From an optimization exercise on the open Yosys and OpenROAD flow, aimed at small area; shortcuts taken in it are not production practice. Only simulation tests tie the RTL to the original design; equivalence was not proved. No run shown here takes its clock network from TritonCTS; it comes from the design's own scripts or RTL. The clock input has no modelled driver; a real chip could not lean on it and would need a root buffer or a full tree. No activity file was given, so power comes from the tool's default toggle rates.

<file path="flow/flow/run.sh">
#!/bin/bash
# Own layout flow. Synthesis is the standard synthesis script with two
# changes to the logic between the registers (the registers themselves are
# mapped as in the standard synthesis): adders are not mapped to adder cells
# but left to ABC, and the one ABC call is run with several area-oriented
# ABC scripts, keeping the smallest result. The layout is the standard
# layout, with buf_1 port buffers and a clock tree of one buf_12 that drives
# every register. Every tool writes its full output to a log of its own here.
set -euo pipefail
W=$(pwd)
export FLOW_ABC_DIR=$W/flow
export FLOW_CLOCK_BUFFER=sky130_fd_sc_hd__buf_12
{ echo "source $W/flow/abc_override.tcl"; cat "$W/synth_recipe.tcl"; } > "$W/own_synth.tcl"
KNOBS=("SYNTH_SCRIPT=$W/own_synth.tcl" "ADDER_MAP_FILE="
       "BUFFER_PORTS_ARGS=-buffer_cell sky130_fd_sc_hd__buf_1"
       "PRE_CTS_TCL=$W/flow/cts_single.tcl")

bash standard.sh "${KNOBS[@]}" synth > "$W/flow_1_synth.log" 2>&1
bash standard.sh "${KNOBS[@]}" finish > "$W/flow_2_layout.log" 2>&1
</file>
<file path="flow/flow/abc_01.abc">
strash
&get -n
&deepsyn -T 8 -S 1
&put
dch -f
amap
</file>
<file path="flow/flow/abc_02.abc">
strash
&get -n
&deepsyn -T 12 -S 2
&put
dch -f
amap
</file>
<file path="flow/flow/abc_03.abc">
strash
&get -n
&deepsyn -T 16 -S 3
&put
dch -f
amap
</file>
<file path="flow/flow/abc_04.abc">
strash
&get -n
&deepsyn -T 20 -S 4
&put
dch -f
amap
</file>
<file path="flow/flow/abc_05.abc">
strash
&get -n
&deepsyn -T 25 -S 5
&put
dch -f
amap
</file>
<file path="flow/flow/abc_06.abc">
strash
&get -n
&deepsyn -T 30 -S 6
&put
dch -f
amap
</file>
<file path="flow/flow/abc_07.abc">
strash
&get -n
&deepsyn -T 10 -S 7
&put
dch -f
amap
</file>
<file path="flow/flow/abc_08.abc">
strash
&get -n
&deepsyn -T 14 -S 8
&put
dch -f
amap
</file>
<file path="flow/flow/abc_09.abc">
strash
&get -n
&deepsyn -T 18 -S 9
&put
dch -f
amap
</file>
<file path="flow/flow/abc_10.abc">
strash
&get -n
&deepsyn -T 22 -S 10
&put
dch -f
amap
</file>
<file path="flow/flow/abc_11.abc">
strash
&get -n
&deepsyn -T 27 -S 11
&put
dch -f
amap
</file>
<file path="flow/flow/abc_12.abc">
strash
&get -n
&deepsyn -T 35 -S 12
&put
dch -f
amap
</file>
<file path="flow/flow/abc_override.tcl">
# Replaces the ABC call of the standard synthesis: the same ABC command is run
# with each of a few area-oriented scripts (flow/abc_*.abc) on the same
# design, and the smallest result is kept. Registers are mapped before this
# call, so their names and cells are those of the standard synthesis.
proc abc {args} {
  set i [lsearch -exact $args -script]
  set l [lsearch -exact $args -liberty]
  set lib [lindex $args [expr {$l + 1}]]
  yosys design -save my_pre_abc
  set best -1
  foreach script [lsort [glob $::env(FLOW_ABC_DIR)/abc_*.abc]] {
    yosys design -load my_pre_abc
    lset args [expr {$i + 1}] $script
    yosys abc {*}$args
    set st [yosys tee -q -s result.string stat -liberty $lib]
    if {![regexp {Chip area for module[^:]*: ([0-9.]+)} $st -> area]} { continue }
    puts "abc script $script: area $area"
    if {$best < 0 || $area < $best} {
      set best $area
      yosys design -save my_best_abc
    }
  }
  yosys design -load my_best_abc
  puts "abc: kept area $best"
}
</file>
<file path="flow/flow/cts_single.tcl">
# PRE_CTS hook: the clock tree is a single buffer. The clock port drives one
# clock buffer placed at the centre of the registers, and that buffer drives
# every register's clock pin (every register gets the same clock).
proc clock_tree_synthesis {args} {
  set block [ord::get_db_block]
  set pname [get_full_name [lindex [get_property [lindex [all_clocks] 0] sources] 0]]
  set net [$block findNet $pname]
  set n 0; set sx 0.0; set sy 0.0
  foreach it [$net getITerms] {
    set bb [[$it getInst] getBBox]
    set sx [expr {$sx + ([$bb xMin] + [$bb xMax]) / 2.0}]
    set sy [expr {$sy + ([$bb yMin] + [$bb yMax]) / 2.0}]
    incr n
  }
  set dbu [$block getDbUnitsPerMicron]
  set x [expr {$sx / $n / $dbu}]
  set y [expr {$sy / $n / $dbu}]
  puts "single clock buffer for $n sinks of $pname at ($x, $y)"
  set r [insert_buffer -buffer_cell $::env(FLOW_CLOCK_BUFFER) -net $pname \
    -location [list $x $y] -buffer_name clkbuf_0_$pname -net_name clknet_0_$pname]
  set buf [$block findInst [get_full_name $r]]
  puts "clock buffer [$buf getName]"
  foreach it [$buf getITerms] {
    set nt [$it getNet]
    if {$nt ne "NULL"} { $nt setSigType CLOCK; puts "clock net [$nt getName]" }
  }
  set_propagated_clock [all_clocks]
}
</file>
<file path="flow/standard.sh">
#!/bin/bash
# synth_recipe.tcl (not shown) runs the flow's synth.tcl, then flattens the netlist and writes it again
# the make line also repeats each setting of config.mk as NAME=value (left out here)
make -C /OpenROAD-flow-scripts/flow DESIGN_CONFIG=/design/flow/config.mk WORK_HOME=/design/flow/orfs CLKGATE_MAP_FILE= SYNTH_SCRIPT=/design/flow/synth_recipe.tcl "${@:-finish}"
</file>
<file path="flow/config.mk">
export PLATFORM = sky130hd
export DESIGN_NAME = volt
export DESIGN_NICKNAME = volt
export VERILOG_FILES = /design/flow/design.v
export SDC_FILE = /design/flow/constraint.sdc
export NUM_CORES = 4
export LEC_CHECK = 0
export CAP_MARGIN = 20
export CORE_MARGIN = 2
export CORE_UTILIZATION = 40
export SLEW_MARGIN = 20
</file>
<file path="flow/constraint.sdc">
create_clock -name core_clock -period 16.0 [get_ports {clk}]
set_input_delay 3.2000 -clock core_clock [delete_from_list [all_inputs] [get_ports {clk}]]
set_output_delay 3.2000 -clock core_clock [all_outputs]
set_load 0.01 [all_outputs]
</file>
<file path="flow/design.v">
`timescale 1ns / 1ps
module volt(
		clk,
		rst,
		power,
		ANODE,
		CATODE,
		UP,
		DOWN,
		GLITCH
    );
	input clk;
	input rst;
	input UP;
	input DOWN;
	input GLITCH;
	output reg power;
	output reg [3:0] ANODE;
	output reg [6:0] CATODE;
	reg [4:0] t;               
	reg [3:0] d0, d1, d2, d3;  
	reg [5:0] s;               
	function [3:0] tup;
		input [3:0] d;
		begin
			tup[0] = 1'b1;
			tup[1] = (d[2] & d[3]) | (d[0]);
			tup[2] = (d[0] & d[1]) | (d[2] & d[3]);
			tup[3] = (d[0] & d[1] & d[2]) | (d[2] & d[3]);
		end
	endfunction
	function [3:0] tdn;
		input [3:0] d;
		begin
			tdn[0] = 1'b1;
			tdn[1] = (~d[0]) | (~d[2] & ~d[3]);
			tdn[2] = (~d[2] & ~d[3]) | (~d[0] & ~d[1]);
			tdn[3] = (~d[2] & ~d[3]) | (~d[0] & ~d[1] & ~d[2]);
		end
	endfunction
	function is9;
		input [3:0] d;
		begin
			is9 = (d[2] & d[3]);
		end
	endfunction
	function is0;
		input [3:0] d;
		begin
			is0 = (~d[2] & ~d[3]);
		end
	endfunction
	wire glitching = ~power;
	wire t_last = t[4] & ~t[2] & ~t[0];
	wire t_zero = ~t[3] & ~t[1] & ~t[0];
	wire step = glitching ? ~t_zero : t_last;
	wire z0 = is0(d0), z1 = is0(d1), z2 = is0(d2), z3 = is0(d3);
	wire n0 = is9(d0), n1 = is9(d1), n2 = is9(d2), n3 = is9(d3);
	wire all0 = z0 & z1 & z2 & z3;
	wire all9 = n0 & n1 & n2 & n3;
	wire want_dec = glitching | DOWN;
	wire dec = step & want_dec & ~all0;
	wire inc = step & ~(want_dec & ~all0) & UP & ~all9;
	wire u1 = inc & n0, u2 = u1 & n1, u3 = u2 & n2;
	wire e1 = dec & z0, e2 = e1 & z1, e3 = e2 & z2;
	always @(posedge clk) begin
		if (rst) begin
			t <= 0;
			d0 <= 4'b0011; d1 <= 4'b0011; d2 <= 4'b0011; d3 <= 4'b0011;
			power <= 1'b1;
			s <= 0;
		end else begin
			t <= step ? 5'd0 : {t[3:0], ~(t[4] ^ t[0])};
			d0 <= d0 ^ ({4{inc}} & tup(d0)) ^ ({4{dec}} & tdn(d0));
			d1 <= d1 ^ ({4{u1}} & tup(d1)) ^ ({4{e1}} & tdn(d1));
			d2 <= d2 ^ ({4{u2}} & tup(d2)) ^ ({4{e2}} & tdn(d2));
			d3 <= d3 ^ ({4{u3}} & tup(d3)) ^ ({4{e3}} & tdn(d3));
			if (GLITCH)
				power <= 1'b0;
			else if (step & glitching & all0)
				power <= 1'b1;
			s[3:0] <= {s[2:0], ~(s[3] ^ s[0]) ^ (s[2] & s[1] & s[0])};
			if (s[3:0] == 4'b1000)
				s[5:4] <= s[5:4] + 2'd1;
		end
	end
	reg [3:0] b;
	always @(*) begin
		case (s[5:4])
		2'b00: begin ANODE = 4'b0111; b = d3; end
		2'b01: begin ANODE = 4'b1011; b = d2; end
		2'b10: begin ANODE = 4'b1101; b = d1; end
		2'b11: begin ANODE = 4'b1110; b = d0; end
		endcase
	end
	always @(*) begin
		CATODE[6] = (b[0] & b[1] & b[2]) | (~b[0] & ~b[1] & ~b[3]);
		CATODE[5] = (~b[1] & ~b[2]);
		CATODE[4] = (b[0] & ~b[1] & ~b[3]);
		CATODE[3] = (~b[0] & b[1] & b[3]) | (b[0] & b[1] & b[2]) | (~b[0] & ~b[1] & ~b[3]);
		CATODE[2] = (~b[0]) | (b[1] & b[2]);
		CATODE[1] = (~b[1] & ~b[3]) | (~b[0] & b[1]);
		CATODE[0] = (~b[2] & ~b[3]) | (~b[0] & b[1] & b[3]) | (~b[0] & ~b[1] & ~b[3]);
	end
endmodule
</file>
==> results of run 1 <==
==> cells by family (layout without fill, tap and decap cells) <==
group	after synthesis	after routing	share of synthesized area
simple gates	75	75	0.268
flops	28	28	0.427
compound gates	50	50	0.241
buf+inv	22	39	0.0630
==> worst reg2reg max path, cell delays in order, from the launching register on <==
cell      delay, ns
dfxtp_1        0.38
or4_1          0.58
o22ai_1        0.20
nor2_1         0.10
clkinv_1       0.11
nor2_1         0.08
clkinv_1       0.09
nor3_1         0.06
nor2_1         0.14
clkinv_1       0.11
a221oi_1       0.33
nor2_1         0.11
a211oi_1       0.26
==> state kept, by name, indices dropped and copies added, names as in the netlist <==
register and cells:
s 6, t 5, d0 4, d1 4, d2 4, d3 4, power 1
==> metal layers <==
metal,wire [µm],part of all wire,global-route usage
met5,0,0,0
met4,23,0.0077,0.0124
met2,1420,0.48,0.284
met3,94,0.032,0.00840
met1,1440,0.48,0.258
==> layout by cell type (no fill, tap or decap) <==
cell       synthesis  layout
or2_0              2       2
and2_0             2       2
nand2_1           15      15
o21bai_1           1       1
a22oi_1            1       1
a31oi_1            1       1
o221ai_1           2       2
buf_1              0      16
a21oi_1           11      11
nor4_1             4       4
and3_1             5       5
nand4_1            2       2
o31ai_1            2       2
nor2_1            28      28
nor3b_1            1       1
nor3_1            10      10
o211ai_1           3       3
o22ai_1            9       9
nor2b_1            3       3
or4_1              2       2
nand3_1            1       1
dfxtp_1           28      28
a221oi_1           1       1
o2111a_1           1       1
buf_12             0       1
o21ai_0           12      12
clkinv_1          22      22
o21a_1             1       1
a211oi_1           3       3
a2111oi_0          1       1
a311o_1            1       1
==> power by group through the flow <==
stage                      Clock, W  Sequential (W)  Combinational [W]
after floorplan                   0       0.0000837          0.0000229
after global placement            0       0.0000860          0.0000286
after detailed placement          0       0.0000860          0.0000293
after CTS                 0.0000291       0.0000844          0.0000295
after global routing      0.0000313       0.0000857          0.0000341
final                     0.0000278       0.0000844          0.0000292
==> path summary, 6_finish.rpt <==
kind | endpoint | slack [ns] | cells past startpoint
setup / recovery | CATODE[6] | 10.84 | 9
hold / removal | s[3] | 0.45 | 2
setup reg to reg | d2[3] | 13.35 | 12
hold reg to reg | s[3] | 0.45 | 2
==> area by class of cell, clock buffers not listed <==
| cell class | instances | area (µm²) |
|---|---|---|
| well taps | 44 | 55.1 |
| flip-flops and latches | 28 | 561 |
| fillers | 339 | 1630 |
| multi-input cells | 125 | 668 |
| inverters | 22 | 82.6 |
| repair buffers | 16 | 60.1 |
==> metrics by stage <==
step	instances	power [W]	hold slack (ns)
CTS	236	0.000143	0.453
floorplan	175	0.000107	0.409
global route	236	0.000151	0.473
global placement	235	0.000115	0.421
detailed placement	235	0.000115	0.432
finish	236	0.000141	0.447
==> run summary, run 1 <==
Yosys:
- The average instance in the mapped netlist occupies 7.49 µm².
- The prevailing post-synth register cell is dfxtp_1.
- Counting flops and latches in the post-synthesis netlist gives 28.
- After synthesis, the netlist uses 29 different library cells.
- The gate count of the mapped netlist is 175.
- The leading area contributor after synthesis is dfxtp_1.
- The post-synthesis instance area is 0.00131 mm².
- When the netlist entered floorplanning its net count stood at 180.
- By count the netlist is led by dfxtp_1, nor2_1, clkinv_1.
- The fraction of post-synthesis cell area in the top cell type by area is 0.427.
- Counting flops with an async set or reset pin after synthesis yields a share of 0.
- The count of warnings emitted by yosys is 1.
- Yosys mapped a number of flops with a built-in enable equal to 0.
- After synthesis, the cell types taking the most area are dfxtp_1, nor2_1, clkinv_1.
- Of the synthesized area, sequential elements account for 0.427.

Setup path:
- The class of the most critical setup path is flop to primary output.
- Along the worst path, the maximum fanout reaches 5.
- The critical path goes through clkinv_1 -> nand2_1 -> o22ai_1 -> nor2_1 -> a21oi_1 -> or2_0 -> o21ai_0 -> nor2b_1 -> buf_1.
- Tracing the worst setup path back leads to its startpoint at s[4].
- The slowest stage of the critical path is the dfxtp_1 cell.
- Counting both buffers and inverters, the worst setup path holds a total of 2.
- The data required time of the critical path is 12.80 ns.
- The data arrival time of the worst path is 1.97 ns.
- The capturing element type of the critical path is a primary output.
- The source of the worst register-to-register timing path is d0[2].
- The kind of launch point of the worst setup path is a flop.
- For this run, the slowest stage of the critical path takes 0.37 ns.
- Grouping stages by cell kind, the critical path spends the most delay in simple AND/OR/NAND/NOR gates.

GRT:
- The overall track demand over capacity in global routing is 0.171.
- The initial antenna violation count is 0.
- The number of global-route vias before repair came to 1098.
- The remaining global-route overflow is 0.
- The first global-routing pass estimated 5040 µm of wire.
- Entering global routing, the biggest net connects 29 pins.

Die:
- The die area is 0.00375 mm².
- The effective utilization at floorplan is 0.426.
- After floorplanning, the core was sized to cover 0.00308 mm².
- The die boundary height is 61.3 µm.
- During I/O placement, the number of pins put on the boundary was 17.
- Measured along the x axis, the die boundary spans 61.3 µm.
- The count of standard-cell rows is 20.

Timing:
- After layout, the minimum clock period comes to 5.16 ns.
- At the pin with the least slew margin, the transition time is 0.687 ns.
- The peak clock frequency supported by timing is 194 MHz.
- The worst path meets setup with 10.84 ns of slack.
- For the final database, setup skew stands at 0.00834 ns.
- Headroom to the max-slew limit came out at 0.542.
- The final number of setup-violating endpoints is 0.
- The number of pins with negative max-slew slack in the final report is 0.
- The number of failing hold endpoints at the final stage is 0.
- The final-layout setup total negative slack is 0 ns.
- Setup repair after global routing left no endpoint under its margin.
- Of the available clock period, the critical path in the final layout requires 0.323.

Placed design:
- The final HPWL from detailed placement is 2340 µm.
- The placement-stage cell area is 0.00143 mm².
- The total of buffers placed on input and output ports is 16.
- The global placement routability congestion is 0.823.
- Timing analysis after detailed placement gives a worst setup slack of 10.96 ns.

Outcome:
- The flow ran to the end and the layout has no timing, DRC or antenna violations.

Power:
- The sequential group share of total power is 0.597.
- The static leakage is 0.507 nW.
- The fraction of power spent switching nets is 0.305.
- The power per cell area is 97.7 mW/mm².
- Summed over all nets, the switching power comes to 0.0000432 W.
- The clock power share is 0.197.
- The worst ir drop on vdd is 0.0458 mV.
- The internal portion of total power is 0.0000982 W.
- The combinational power share is 0.206.

Clock network:
- In this run, post-CTS repair resized a total of 0 instances.
- Clock-pin slew was measured on the worst setup and hold paths at 0.11 ns.
- The number of buffers added for setup after CTS is 0.
- The count of hold buffers inserted by post-cts repair is 0.
- Clock latency on the worst-skew pair, taken at its later pin, is 0.14 ns.

Min path:
- The startpoint identified for the worst hold timing path is s[2].
- The path class of the tightest hold or removal check is flop to flop.

Route:
- The DRC violation count after routing is 0.
- The number of detailed-route iterations in the first pass is 4.
- The via count is 1268.
- The per-cell via count in the routed design is 5.37.
- The final wirelength is 2980 µm.
- In this run the remaining antenna-violating nets after routing total 0.
- The number of violations reported at the end of detailed-routing iteration 0 is 44.
- After detailed routing, the average wire length per cell comes to 12.6 µm.

Layout:
- The layout overhead on the synthesized area is 10.3%.
- The end-of-flow core utilization is 0.470.
- The final antenna diode count is 0.
- The finished cells cover 0.00145 mm².
- The final-stage net count is 199.
- The share of cells above drive strength 1 is 0.00521.

Flow run:
- Max-cap violations in this run came to 0.
==> inputs of run 2 (changes only) <==
--- a/flow/design.v
+++ b/flow/design.v
@@ -51,8 +51,8 @@
 		end
 	endfunction
 	wire glitching = ~power;
-	wire t_last = t[4] & ~t[2] & ~t[0];
-	wire t_zero = ~t[3] & ~t[1] & ~t[0];
+	wire t_last = t[4] & ~t[1] & ~t[0];
+	wire t_zero = ~t[2] & ~t[1] & ~t[0];
 	wire step = glitching ? ~t_zero : t_last;
 	wire z0 = is0(d0), z1 = is0(d1), z2 = is0(d2), z3 = is0(d3);
 	wire n0 = is9(d0), n1 = is9(d1), n2 = is9(d2), n3 = is9(d3);
@@ -70,7 +70,7 @@
 			power <= 1'b1;
 			s <= 0;
 		end else begin
-			t <= step ? 5'd0 : {t[3:0], ~(t[4] ^ t[0])};
+			t <= step ? 5'd0 : {t[3:0], ~(t[4] ^ t[1])};
 			d0 <= d0 ^ ({4{inc}} & tup(d0)) ^ ({4{dec}} & tdn(d0));
 			d1 <= d1 ^ ({4{u1}} & tup(d1)) ^ ({4{e1}} & tdn(d1));
 			d2 <= d2 ^ ({4{u2}} & tup(d2)) ^ ({4{e2}} & tdn(d2));
==> flow/flow/abc_01.abc (replaced) <==
strash
&get -n
&deepsyn -T 15 -S 1
&put
dch -f
amap
==> flow/flow/abc_02.abc (replaced) <==
strash
&get -n
&deepsyn -T 22 -S 2
&put
dch -f
amap
==> flow/flow/abc_03.abc (replaced) <==
strash
&get -n
&deepsyn -T 29 -S 3
&put
dch -f
amap
==> flow/flow/abc_04.abc (replaced) <==
strash
&get -n
&deepsyn -T 11 -S 4
&put
dch -f
amap
==> flow/flow/abc_05.abc (replaced) <==
strash
&get -n
&deepsyn -T 18 -S 5
&put
dch -f
amap
==> flow/flow/abc_06.abc (replaced) <==
strash
&get -n
&deepsyn -T 25 -S 6
&put
dch -f
amap
==> flow/flow/abc_07.abc (replaced) <==
strash
&get -n
&deepsyn -T 32 -S 7
&put
dch -f
amap
==> flow/flow/abc_09.abc (replaced) <==
strash
&get -n
&deepsyn -T 21 -S 9
&put
dch -f
amap
==> flow/flow/abc_10.abc (replaced) <==
strash
&get -n
&deepsyn -T 28 -S 10
&put
dch -f
amap
==> flow/flow/abc_11.abc (replaced) <==
strash
&get -n
&deepsyn -T 10 -S 11
&put
dch -f
amap
==> flow/flow/abc_12.abc (replaced) <==
strash
&get -n
&deepsyn -T 17 -S 12
&put
dch -f
amap
==> flow/flow/abc_13.abc (new file) <==
strash
&get -n
&deepsyn -T 24 -S 13
&put
dch -f
amap
==> flow/flow/abc_14.abc (new file) <==
strash
&get -n
&deepsyn -T 31 -S 14
&put
dch -f
amap
==> flow/flow/abc_15.abc (new file) <==
strash
&get -n
&deepsyn -T 13 -S 15
&put
dch -f
amap
==> flow/flow/abc_16.abc (new file) <==
strash
&get -n
&deepsyn -T 20 -S 16
&put
dch -f
amap
==> flow/flow/abc_17.abc (new file) <==
strash
&get -n
&deepsyn -T 27 -S 17
&put
dch -f
amap
==> flow/flow/abc_18.abc (new file) <==
strash
&get -n
&deepsyn -T 9 -S 18
&put
dch -f
amap
==> flow/flow/abc_19.abc (new file) <==
strash
&get -n
&deepsyn -T 16 -S 19
&put
dch -f
amap
==> flow/flow/abc_20.abc (new file) <==
strash
&get -n
&deepsyn -T 23 -S 20
&put
dch -f
amap
==> flow/flow/abc_21.abc (new file) <==
strash
&get -n
&deepsyn -T 30 -S 21
&put
dch -f
amap
==> flow/flow/abc_22.abc (new file) <==
strash
&get -n
&deepsyn -T 12 -S 22
&put
dch -f
amap
==> flow/flow/abc_23.abc (new file) <==
strash
&get -n
&deepsyn -T 19 -S 23
&put
dch -f
amap
==> flow/flow/abc_24.abc (new file) <==
strash
&get -n
&deepsyn -T 26 -S 24
&put
dch -f
amap
==> run 2 against run 1 <==
Net effect:
- register-to-register slack improved by 0.07 ns
- clock skew fell by 0.0047 ns
- sequential cell count is the same
- sequential power decreased by 8.5%
- die area increased by 0.26%
- sequential share of layout area shrank 0.30 points
- critical path depth did not move
- combinational power shrank 43%
- synthesized cell count increased by 4.0%
- worst setup slack got worse by 0.023 ns
- via count grew 0.71%
- critical endpoint is now CATODE[3]
- largest power group unchanged
==> run summary, run 2 <==
Outcome:
- The run finished with no timing, DRC or antenna violations.

Placed design:
- The final HPWL from detailed placement is 2290 µm.
- After detailed placement, the design holds a cell count of 243.
- The placement-stage cell area is 0.00144 mm².
- Routability-driven placement finished with a final weighted congestion of 0.799.
- The count of buffers added on input and output ports is 16.

Power:
- The power per cell area is 83.8 mW/mm².
- The sequential group share of total power is 0.632.
- The switching power of the nets is 0.0000323 W.
- Internal power comes to 0.0000898 W.
- The worst ir drop on vdd is 0.0377 mV.
- The static leakage is 0.484 nW.
- Of the total power, the share spent switching nets is 0.264.
- Of the total power, combinational logic draws 0.135.
- Of the total power, the clock network draws 0.233.
- The completed layout was analyzed and its total power is 0.000122 W.

Layout:
- The final instance area is 0.00146 mm².
- The final-stage net count is 207.
- The largest registers in the layout are s x6, t x5.
- In the layout the commonest cells are nor2_1, dfxtp_1, clkinv_1.
- The finished layout holds 244 standard cells, fillers aside.
- The final antenna diode count is 0.
- The number of flip-flops under the largest register name is 6.
- The register with the most flip-flops is s.
- The leading cell type in the layout, fill and taps excluded is nor2_1.
- The layout overhead on the synthesized area is 10.8%.
- In the final layout, the share of cells above drive strength 1 is 0.0100.

Yosys:
- The fraction of post-synthesis cell area in the top cell type by area is 0.426.
- In the post-synthesis netlist, the cell with the most instances is nor2_1.
- After synthesis, the share of flip-flops with an asynchronous set or reset is 0.
- After synthesis, the cell types taking the most area are dfxtp_1, nor2_1, o21ai_0.
- For this run, the register share of the synthesized area comes to 0.426.
- The leading area contributor after synthesis is dfxtp_1.
- After synthesis the netlist holds a flip-flop and latch count of 28.
- Counting every net in the synthesized netlist gives 187.
- The count of warnings emitted by yosys is 1.
- The prevailing post-synth register cell is dfxtp_1.
- The number of synthesized flops with an enable pin is 0.
- The post-synthesis instance area is 0.00132 mm².
- The gate count of the mapped netlist is 182.
- The number of library cell types mapped by synthesis is 25.
- The commonest cells after synthesis are nor2_1, dfxtp_1, clkinv_1.
- The mean instance size in the synthesized netlist is 7.23 µm².

Setup path:
- The worst setup path is captured at a primary output.
- STA puts the critical path data required time at 12.80 ns.
- The kind of launch point of the worst setup path is a flop.
- Of all nets on the critical path, the largest fanout is 6.
- At the worst endpoint, the arrival time is 1.99 ns.
- The class of the most critical setup path is flop to primary output.

Clock network:
- In this run, post-CTS repair resized a total of 0 instances.
- Clock latency on the worst-skew pair, taken at its later pin, is 0.14 ns.
- The count of hold buffers inserted by post-cts repair is 0.
- Post-CTS timing repair inserted 0 buffers for setup.
- Clock-pin slew was measured on the worst setup and hold paths at 0.11 ns.

Route:
- The detailed router finished its first iteration with 34 violations.
- After detailed routing, the average wire length per cell comes to 11.8 µm.
- The DRC violation count after routing is 0.
- In the routed layout, each cell is associated on average with a via count of 5.23.
- The number of nets with antenna violations after routing is 0.
- The number of detailed-route iterations in the first pass is 4.
- The via count is 1277.
- The final wirelength is 2880 µm.

Timing:
- Static timing analysis puts the maximum clock frequency at 193 MHz.
- Of the available clock period, the critical path in the final layout requires 0.324.
- The final number of setup-violating endpoints is 0.
- The tightest hold path in the finished design has a slack of 0.436 ns.
- At the pin with the least slew margin, the transition time is 0.414 ns.
- Between clock sinks in the finished design, the worst skew comes to 0.00359 ns.
- The relative max-transition margin is 0.721.
- The number of failing hold endpoints at the final stage is 0.
- The final-layout setup total negative slack is 0 ns.
- Setup repair after global routing left no endpoint under its margin.
- The number of pins with negative max-slew slack in the final report is 0.
- The clock period minus worst slack is 5.19 ns.

GRT:
- The global-route wire length before repair is 5170 µm.
- The pin count of the biggest net entering global routing is 29.
- After global routing the overflow that remains totals 0.
- For this run, the total global-route usage over all layers was measured as 0.172.
- The number of global-route vias before repair is 1201.
- The initial antenna violation count was 0.

Die:
- The count of standard-cell rows is 20.
- The number of primary I/O pins is 17.
- The effective utilization at floorplan is 0.427.
- After floorplanning, the core was sized to cover 0.00308 mm².
- The width of the die is 61.3 µm.
- The die is 61.3 µm tall.
- The die area is 0.00376 mm².

Min path:
- The worst hold-check path type is flop to flop.

Flow run:
- The total of max-cap violations is 0.
[run 2: cell types whose count changed after synthesis, sizes merged, moves of 3 or more]
cell   change
nor2       +6
nand3      +5
o21a       +3
nor4       -3
o21ai      +6
[run 2: worst paths after layout]
check,startpoint,to,slack (ns),cells after the start
min reg2reg,s[1],s[2],0.44,2
min,s[1],s[2],0.44,2
max,s[4],CATODE[3],10.81,9
max reg2reg,d0[3],d3[3],13.42,13
[run 2: per-stage QoR]
step           utilization  setup slack (ns)
6_report             0.474             10.81
5_1_grt              0.474             10.53
4_1_cts              0.474             10.81
3_5_place_dp         0.467             11.00
3_3_place_gp         0.467             11.10
2_1_floorplan            -             11.01
[run 2: power groups by stage]
stage,registers [W],clock network [W],logic (W)
after floorplan,0.0000777,0,0.0000121
after global placement,0.0000787,0,0.0000163
after detailed placement,0.0000786,0,0.0000165
after CTS,0.0000771,0.0000295,0.0000166
after global routing,0.0000778,0.0000317,0.0000192
final,0.0000772,0.0000285,0.0000165
[run 2: layer usage]
metal / vias to the layer above / share of wire / GRT usage
met1: 581 / 0.48 / 0.231
met3: 2 / 0.025 / 0.0168
met4: 0 / 0.0083 / 0.0152
met5: - / 0 / 0
met2: 11 / 0.48 / 0.312
li1: 683 / - / -
[run 2: logic make-up (layout without fill, tap and decap cells)]
logic type      count (synthesis)  after routing  synth area share
buf+inv                        24             42            0.0685
flops                          28             28             0.426
simple gates                   74             74             0.245
compound gates                 56             56             0.261
[run 2: cell type report, clock buffers not listed]
class / count / area, µm²
fillers: 311 / 1620
inverters: 24 / 90.1
flip-flops and latches: 28 / 561
multi-input cells: 130 / 664
well taps: 44 / 55.1
repair buffers: 17 / 67.6
[run 2: worst max-delay path, stage by stage, from the launching register on]
cell      delay [ns]
dfxtp_1         0.43
clkinv_1        0.10
nand2_1         0.16
o22ai_1         0.10
nor2_1          0.22
clkinv_1        0.14
o21ai_0         0.25
o21a_1          0.17
o21bai_1        0.10
buf_1           0.17

[what the ideal ports hide]
In the flow no input, the clock included, has a driving cell. The finished layouts below were timed again as built, in two steps. Step 1 (the two cells are an assumption about what drives the block):
set clk [get_ports {clk}]
set_driving_cell -lib_cell sky130_fd_sc_hd__clkbuf_16 $clk
set_driving_cell -lib_cell sky130_fd_sc_hd__buf_2 [delete_from_list [all_inputs] $clk]
Step 2 times the ports against the registers' clock, not the clock port: input delays grow and output delays shrink by t, the midpoint of the rising clock arrivals with the driver on. a / b / c = ideal / step 1 / step 2; a / b = the first two.
| run | t, ns | setup WS [ns] | worst register clock-pin slew, ns |
|---|---|---|---|
| run 1 | 0.173 | 10.835 / 10.801 / 10.914 | 0.11 / 0.11 |
| run 2 | 0.171 | 10.812 / 10.781 / 10.952 | 0.11 / 0.11 |
After both steps setup and hold are still met in every run listed.
